Source: an optimization exercise on an open RTL-to-GDS flow (aim: small area). Production flows keep margins and buffers that such runs may drop. At most, simulation tests tie the RTL to the original design; equivalence was not proved. Power is estimated from default activity; no workload was simulated.

== 07-01 ==
==> flow/design.v <==
`timescale 1ns/1ps
module ram_single_port(
    input clk,
    input write_en,
    input reset,
    input [6:0] addr,
    input [7:0] data_in,
    output reg [7:0] data_out
);
reg [7:0] memory [63:0];
wire [63:0] s, sn;
wire [7:0] wd, col, row;
wire rd;
ram_ctrl u_ctrl (
    .write_en(write_en), .reset(reset), .addr(addr[5:0]), .data_in(data_in),
    .s(s), .sn(sn), .wd(wd), .col(col), .row(row), .rd(rd)
);
integer i;
always @(posedge clk) begin
    for (i = 0; i < 64; i = i + 1)
        memory[i] <= (memory[i] & {8{sn[i]}}) | (wd & {8{s[i]}});
end
wire [7:0] rdata;
genvar b, h;
generate
    for (b = 0; b < 8; b = b + 1) begin : bitg
        wire [7:0] rowbit;
        for (h = 0; h < 8; h = h + 1) begin : rowg
            ram_ao8 u_col (
                .d({memory[8*h+7][b], memory[8*h+6][b], memory[8*h+5][b], memory[8*h+4][b],
                    memory[8*h+3][b], memory[8*h+2][b], memory[8*h+1][b], memory[8*h+0][b]}),
                .s(col), .y(rowbit[h]));
        end
        ram_ao8 u_row (.d(rowbit), .s(row), .y(rdata[b]));
    end
endgenerate
always @(posedge clk) begin
    if (rd)
        data_out <= rdata;
end
endmodule
module ram_ctrl(
    input write_en,
    input reset,
    input [5:0] addr,
    input [7:0] data_in,
    output [63:0] s,
    output [63:0] sn,
    output [7:0] wd,
    output [7:0] col,
    output [7:0] row,
    output rd
);
wire [7:0] wcol;
assign col = 8'd1 << addr[2:0];
assign wcol = reset ? 8'hff : (write_en ? col : 8'h00);
assign row = reset ? 8'hff : (8'd1 << addr[5:3]);
genvar w;
generate
    for (w = 0; w < 64; w = w + 1) begin : wg
        assign s[w] = wcol[w % 8] & row[w / 8];
    end
endgenerate
assign sn = ~s;
assign wd = data_in & {8{~reset}};
assign rd = ~reset & ~write_en;
endmodule
module ram_ao8(
    input [7:0] d,
    input [7:0] s,
    output y
);
wire y0, y1, y2;
ram_ao3n u0 (.d(d[2:0]), .s(s[2:0]), .y(y0));
ram_ao3n u1 (.d(d[5:3]), .s(s[5:3]), .y(y1));
assign y2 = ~((d[6] & s[6]) | (d[7] & s[7]));
assign y = ~(y0 & y1 & y2);
endmodule
module ram_ao3n(
    input [2:0] d,
    input [2:0] s,
    output y
);
assign y = ~|(d & s);
endmodule
clock: 5.0 ns
lec_check: 0
cap_margin: 20
core_margin: 2
core_utilization: 70
cts_buf_list: sky130_fd_sc_hd__clkbuf_4
slew_margin: 20
synth_hierarchical: 1
synth_minimum_keep_size: 0
run.sh (not shown) runs the stock make flow with config.mk's settings and CLKGATE_MAP_FILE= SYNTH_SCRIPT=/design/flow/synth_recipe.tcl, a recipe that flattens the netlist after the stock synthesis.
The following lists how 05-27 was set up differently from 07-01:
==> flow/design.v <==
`timescale 1ns/1ps
module ram_single_port(
    input clk,
    input write_en,
    input reset,
    input [6:0] addr,
    input [7:0] data_in,
    output reg [7:0] data_out
);
reg [7:0] memory [63:0];
wire [2:0] lo = addr[2:0];
wire [2:0] hi = addr[5:3];
wire [7:0] wdata = data_in & {8{~reset}};
wire [7:0] col = 8'd1 << lo;               
wire [7:0] wcol = reset ? 8'hff : (write_en ? col : 8'h00);
wire [7:0] row = reset ? 8'hff : (8'd1 << hi);
integer i;
always @(posedge clk) begin
    for (i = 0; i < 64; i = i + 1)
        if (wcol[i % 8] & row[i / 8])
            memory[i] <= wdata;
end
wire [7:0] rdata;
genvar b, h;
generate
    for (b = 0; b < 8; b = b + 1) begin : bitg
        wire [7:0] rowbit;
        for (h = 0; h < 8; h = h + 1) begin : rowg
            ram_ao8 u_col (
                .d({memory[8*h+7][b], memory[8*h+6][b], memory[8*h+5][b], memory[8*h+4][b],
                    memory[8*h+3][b], memory[8*h+2][b], memory[8*h+1][b], memory[8*h+0][b]}),
                .s(col), .y(rowbit[h]));
        end
        ram_ao8 u_row (.d(rowbit), .s(row), .y(rdata[b]));
    end
endgenerate
always @(posedge clk) begin
    if (!reset && !write_en)
        data_out <= rdata;
end
endmodule
module ram_ao8(
    input [7:0] d,
    input [7:0] s,
    output y
);
assign y = |(d & s);
endmodule
[summary]
Compared with 07-01, 05-27 shows a placement-stage cell area that is 560 µm² higher.
[compare] base=07-01 new=05-27: height of the die now sits lower; worst hold slack now sits higher; final worst-path cycle share now sits lower; die width now sits lower.
Taking 07-01 as the reference, in 05-27 total detailed-routing wirelength fell by 25%; first-pass GRT wire length moved down; post-synthesis area per instance went up; fraction of final layout cells with drive strength greater than 1 rose by 7.0 points; worst path required time went up by 110 ps.
Sequential cell count came out exactly the same in 05-27 and 07-01.
Number of vias per cell sits lower in 05-27 than in 07-01.
In summary, 05-27 completed successfully, with a layout that passed the timing, design-rule and antenna checks.
07-01 ran to completion and came out clean on the timing, design-rule and antenna checks.
No run of this note included a check of the RTL's function; only the layout flow was run.


ram_single_port, a different RTL version from the one above (not shown whole).
Size in the first run: about 520 flip-flops, roughly 26 I/O pins, ~0.020 mm² of cells after synthesis.
==> module ram_ctrl, before the edit <==
module ram_ctrl(
    input write_en,
    input reset,
    input [5:0] addr,
    input [7:0] data_in,
    output [31:0] wcol,
    output [1:0] whalf,
    output [7:0] wdh0,
    output [7:0] wdh1,
    output [7:0] col,
    output [7:0] rown,
    output rd,
    output rdn
);
wire [3:0] plo = reset ? 4'hf : (write_en ? (4'd1 << addr[1:0]) : 4'd0);
wire [7:0] phi = reset ? 8'hff : (8'd1 << addr[4:2]);
genvar c, b;
generate
    for (c = 0; c < 32; c = c + 1) begin : colg
        wire n;
        ram_nand2 u_nand (.a(plo[c % 4]), .b(phi[c / 4]), .y(n));
        ram_inv u_inv (.a(n), .y(wcol[c]));
    end
endgenerate
assign whalf = reset ? 2'b11 : (2'd1 << addr[5]);
wire [1:0] hsel = reset ? 2'b00 : (2'd1 << addr[5]);
generate
    for (b = 0; b < 8; b = b + 1) begin : wdg
        wire n0, n1;
        ram_nand2 u_nand0 (.a(data_in[b]), .b(hsel[0]), .y(n0));
        ram_inv u_inv0 (.a(n0), .y(wdh0[b]));
        ram_nand2 u_nand1 (.a(data_in[b]), .b(hsel[1]), .y(n1));
        ram_inv u_inv1 (.a(n1), .y(wdh1[b]));
    end
endgenerate
assign col = 8'd1 << addr[2:0];
assign rown = ~(8'd1 << addr[5:3]);
assign rd = ~reset & ~write_en;
assign rdn = reset | write_en;
endmodule
==> module ram_nand2, before the edit <==
module ram_nand2(
    input a,
    input b,
    output y
);
assign y = ~(a & b);
endmodule
==> module ram_inv, before the edit <==
module ram_inv(
    input a,
    output y
);
assign y = ~a;
endmodule
clock: 5.0 ns
lec_check: 0
cap_margin: 20
core_margin: 2
core_utilization: 55
slew_margin: 20
synth_hierarchical: 1
synth_minimum_keep_size: 0
standard.sh (not shown) runs the stock make flow with config.mk's settings and CLKGATE_MAP_FILE= SYNTH_SCRIPT=/design/flow/synth_recipe.tcl, a recipe that flattens the netlist after the stock synthesis.
==> flow/flow/run.sh <==
#!/bin/bash
# Standard ORFS layout (the standard.sh) with two changes:
# - clock tree: no dummy loads, clkbuf_8 buffers, sink clusters of up to 16
#   flip-flops within 60 um
# - port buffers: buf_1 instead of the default choice
# ORFS writes each step's log under orfs/logs/; make's own output goes to
# standard.log here.
set -euo pipefail
export CTS_ARGS="-sink_clustering_enable -repair_clock_nets -dont_use_dummy_load -buf_list sky130_fd_sc_hd__clkbuf_8 -sink_clustering_size 16 -sink_clustering_max_diameter 60"
export BUFFER_PORTS_ARGS="-buffer_cell sky130_fd_sc_hd__buf_1"
bash standard.sh > standard.log 2>&1
The starting point finished clean.
Next try:
--- a/flow/design.v
+++ b/flow/design.v
@@ -61,46 +61,30 @@
     output [7:0] rown,
     output rd,
     output rdn
 );
-wire [3:0] plo = reset ? 4'hf : (write_en ? (4'd1 << addr[1:0]) : 4'd0);
-wire [7:0] phi = reset ? 8'hff : (8'd1 << addr[4:2]);
-genvar c, b;
+wire [3:0] plon = ~(reset ? 4'hf : (write_en ? (4'd1 << addr[1:0]) : 4'd0));
+wire [7:0] phin = ~(reset ? 8'hff : (8'd1 << addr[4:2]));
+genvar c;
 generate
     for (c = 0; c < 32; c = c + 1) begin : colg
-        wire n;
-        ram_nand2 u_nand (.a(plo[c % 4]), .b(phi[c / 4]), .y(n));
-        ram_inv u_inv (.a(n), .y(wcol[c]));
+        ram_nor2 u_col (.a(plon[c % 4]), .b(phin[c / 4]), .y(wcol[c]));
     end
 endgenerate
 assign whalf = reset ? 2'b11 : (2'd1 << addr[5]);
-wire [1:0] hsel = reset ? 2'b00 : (2'd1 << addr[5]);
-generate
-    for (b = 0; b < 8; b = b + 1) begin : wdg
-        wire n0, n1;
-        ram_nand2 u_nand0 (.a(data_in[b]), .b(hsel[0]), .y(n0));
-        ram_inv u_inv0 (.a(n0), .y(wdh0[b]));
-        ram_nand2 u_nand1 (.a(data_in[b]), .b(hsel[1]), .y(n1));
-        ram_inv u_inv1 (.a(n1), .y(wdh1[b]));
-    end
-endgenerate
+assign wdh0 = data_in & {8{~reset & ~addr[5]}};
+assign wdh1 = data_in & {8{~reset & addr[5]}};
 assign col = 8'd1 << addr[2:0];
 assign rown = ~(8'd1 << addr[5:3]);
 assign rd = ~reset & ~write_en;
 assign rdn = reset | write_en;
 endmodule
-module ram_nand2(
+module ram_nor2(
     input a,
     input b,
     output y
 );
-assign y = ~(a & b);
-endmodule
-module ram_inv(
-    input a,
-    output y
-);
-assign y = ~a;
+assign y = ~(a | b);
 endmodule
 module ram_hold(
     input col,
     input half,
=>
- first-iteration DRC count went down by 21%
- combinational power barely changes
- worst setup slack loses 9.0 ps
- die area went down by 0.76%
- non-clock buffer count went up by 23
- final cell count went down by 1.6%
- design area is about the same
No functional check of the RTL was part of any run of this note.


Another version of the RTL of ram_single_port (not shown whole).
For scale: about 1700 cells after synthesis, roughly 520 flip-flops.
==> module ram_single_port, before the edit <==
module ram_single_port(
    input clk,
    input write_en,
    input reset,
    input [6:0] addr,
    input [7:0] data_in,
    output reg [7:0] data_out
);
reg [7:0] memory [63:0];
wire [63:0] s, sn;
wire [7:0] wd, col, wcol, wcoln, wrow, wrown;
wire rd, rdn;
ram_ctrl u_ctrl (
    .write_en(write_en), .reset(reset), .addr(addr[5:0]), .data_in(data_in),
    .wcol(wcol), .wcoln(wcoln), .wrow(wrow), .wrown(wrown), .wd(wd), .col(col),
    .rd(rd), .rdn(rdn)
);
genvar w;
generate
    for (w = 0; w < 64; w = w + 1) begin : wordg
        ram_wsel u_wsel (.col(wcol[w % 8]), .coln(wcoln[w % 8]), .row(wrow[w / 8]), .rown(wrown[w / 8]),
                         .s(s[w]), .sn(sn[w]));
    end
endgenerate
integer i;
always @(posedge clk) begin
    for (i = 0; i < 64; i = i + 1)
        memory[i] <= (memory[i] & {8{sn[i]}}) | (wd & {8{s[i]}});
end
wire [7:0] rdata;
genvar b, h;
generate
    for (b = 0; b < 8; b = b + 1) begin : bitg
        wire [7:0] rowbit;
        for (h = 0; h < 8; h = h + 1) begin : rowg
            ram_rowsel u_row (
                .d({memory[8*h+7][b], memory[8*h+6][b], memory[8*h+5][b], memory[8*h+4][b],
                    memory[8*h+3][b], memory[8*h+2][b], memory[8*h+1][b], memory[8*h+0][b]}),
                .col(col), .rown(wrown[h]), .y(rowbit[h]));
        end
        ram_or8 u_or (.d(rowbit), .y(rdata[b]));
    end
endgenerate
always @(posedge clk) begin
    data_out <= (data_out & {8{rdn}}) | (rdata & {8{rd}});
end
endmodule
==> module ram_ctrl, before the edit <==
module ram_ctrl(
    input write_en,
    input reset,
    input [5:0] addr,
    input [7:0] data_in,
    output [7:0] wcol,
    output [7:0] wcoln,
    output [7:0] wrow,
    output [7:0] wrown,
    output [7:0] wd,
    output [7:0] col,
    output rd,
    output rdn
);
assign col = 8'd1 << addr[2:0];
assign wcol = reset ? 8'hff : (write_en ? col : 8'h00);
assign wcoln = ~wcol;
assign wrow = reset ? 8'hff : (8'd1 << addr[5:3]);
assign wrown = ~wrow;
assign wd = data_in & {8{~reset}};
assign rd = ~reset & ~write_en;
assign rdn = reset | write_en;
endmodule
Settings: LEC_CHECK=0, CAP_MARGIN=20, CORE_MARGIN=2, CORE_UTILIZATION=55, SLEW_MARGIN=20, SYNTH_HIERARCHICAL=1, SYNTH_MINIMUM_KEEP_SIZE=0; clock period 5.0 ns.
Scripts as last shown in full above: flow/flow/run.sh
Then changed:
--- a/flow/design.v
+++ b/flow/design.v
@@ -8,15 +8,20 @@
     output reg [7:0] data_out
 );
 reg [7:0] memory [63:0];
 wire [63:0] s, sn;
-wire [7:0] wd, col, wcol, wcoln, wrow, wrown;
+wire [7:0] wcol, wcoln, wrow, wrown;
+wire [7:0] col_lo, col_hi, wd_lo, wd_hi;
 wire rd, rdn;
 ram_ctrl u_ctrl (
-    .write_en(write_en), .reset(reset), .addr(addr[5:0]), .data_in(data_in),
-    .wcol(wcol), .wcoln(wcoln), .wrow(wrow), .wrown(wrown), .wd(wd), .col(col),
+    .write_en(write_en), .reset(reset), .addr(addr[5:0]),
+    .wcol(wcol), .wcoln(wcoln), .wrow(wrow), .wrown(wrown),
     .rd(rd), .rdn(rdn)
 );
+ram_coldec u_col_lo (.addr(addr[2:0]), .col(col_lo));
+ram_coldec u_col_hi (.addr(addr[2:0]), .col(col_hi));
+ram_wdata u_wd_lo (.reset(reset), .data_in(data_in), .wd(wd_lo));
+ram_wdata u_wd_hi (.reset(reset), .data_in(data_in), .wd(wd_hi));
 genvar w;
 generate
     for (w = 0; w < 64; w = w + 1) begin : wordg
         ram_wsel u_wsel (.col(wcol[w % 8]), .coln(wcoln[w % 8]), .row(wrow[w / 8]), .rown(wrown[w / 8]),
@@ -25,9 +30,9 @@
 endgenerate
 integer i;
 always @(posedge clk) begin
     for (i = 0; i < 64; i = i + 1)
-        memory[i] <= (memory[i] & {8{sn[i]}}) | (wd & {8{s[i]}});
+        memory[i] <= (memory[i] & {8{sn[i]}}) | ((i < 32 ? wd_lo : wd_hi) & {8{s[i]}});
 end
 wire [7:0] rdata;
 genvar b, h;
 generate
@@ -36,9 +41,9 @@
         for (h = 0; h < 8; h = h + 1) begin : rowg
             ram_rowsel u_row (
                 .d({memory[8*h+7][b], memory[8*h+6][b], memory[8*h+5][b], memory[8*h+4][b],
                     memory[8*h+3][b], memory[8*h+2][b], memory[8*h+1][b], memory[8*h+0][b]}),
-                .col(col), .rown(wrown[h]), .y(rowbit[h]));
+                .col(b < 4 ? col_lo : col_hi), .rown(wrown[h]), .y(rowbit[h]));
         end
         ram_or8 u_or (.d(rowbit), .y(rdata[b]));
     end
 endgenerate
@@ -49,26 +54,35 @@
 module ram_ctrl(
     input write_en,
     input reset,
     input [5:0] addr,
-    input [7:0] data_in,
     output [7:0] wcol,
     output [7:0] wcoln,
     output [7:0] wrow,
     output [7:0] wrown,
-    output [7:0] wd,
-    output [7:0] col,
     output rd,
     output rdn
 );
-assign col = 8'd1 << addr[2:0];
+wire [7:0] col = 8'd1 << addr[2:0];
 assign wcol = reset ? 8'hff : (write_en ? col : 8'h00);
 assign wcoln = ~wcol;
 assign wrow = reset ? 8'hff : (8'd1 << addr[5:3]);
 assign wrown = ~wrow;
-assign wd = data_in & {8{~reset}};
 assign rd = ~reset & ~write_en;
 assign rdn = reset | write_en;
+endmodule
+module ram_coldec(
+    input [2:0] addr,
+    output [7:0] col
+);
+assign col = 8'd1 << addr;
+endmodule
+module ram_wdata(
+    input reset,
+    input [7:0] data_in,
+    output [7:0] wd
+);
+assign wd = data_in & {8{~reset}};
 endmodule
 module ram_wsel(
     input col,
     input coln,
Worst setup slack gets worse by 36 ps.
Clock power stays flat.
Power is about the same.
First-iteration DRC count drops by 0.39%.
Worst hold slack loses 3.7 ps.
Cell area increases by 0.42%.
Only the layout flow was run in the second run of this note; the RTL was not checked for function there.

## afterwards: timing with drivers on the ports
How much do the figures lean on ideal ports? The routed layouts below were timed once more, with nothing changed but the port constraints. Step 1: set_driving_cell puts a clkbuf_16 on clk and a buf_2 on each other input, an assumption about the parent block. Step 2 times the ports against the registers' clock, not the clock port: input delays grow and output delays shrink by t, the midpoint of the rising clock arrivals with the driver on. Slacks: ideal / step 1 / step 2; pairs: ideal / step 1.
| run | t (ns) | slack for setup (ns) | hold WS [ns] | clock arrival spread, ns | cell pins on the clock port's net |
|---|---|---|---|---|---|
| 07-01 | 0.847 | 1.619 / 1.642 / 0.796 | 0.469 / 0.469 / 0.469 | 0.069 / 0.069 | 1 |
| 05-27 | 0.797 | 1.727 / 1.739 / 0.942 | 0.722 / 0.722 / 0.722 | 0.053 / 0.053 | 1 |
| the first run of note 2 | 0.673 | 1.234 / 1.218 / 0.545 | 0.472 / 0.472 / 0.472 | 0.036 / 0.036 | 1 |
| the second run of note 2 | 0.627 | 1.225 / 1.246 / 0.619 | 0.474 / 0.474 / 0.474 | 0.049 / 0.049 | 1 |
| the first run of note 3 | 0.658 | 1.377 / 1.391 / 0.733 | 0.476 / 0.476 / 0.476 | 0.051 / 0.050 | 1 |
| the second run of note 3 | 0.631 | 1.341 / 1.359 / 0.728 | 0.473 / 0.473 / 0.473 | 0.074 / 0.074 | 1 |
After both steps every run listed still meets setup and hold. The setup slack of 07-01, which loses most, moves by +0.023 ns with the drivers and by -0.823 ns with both steps.
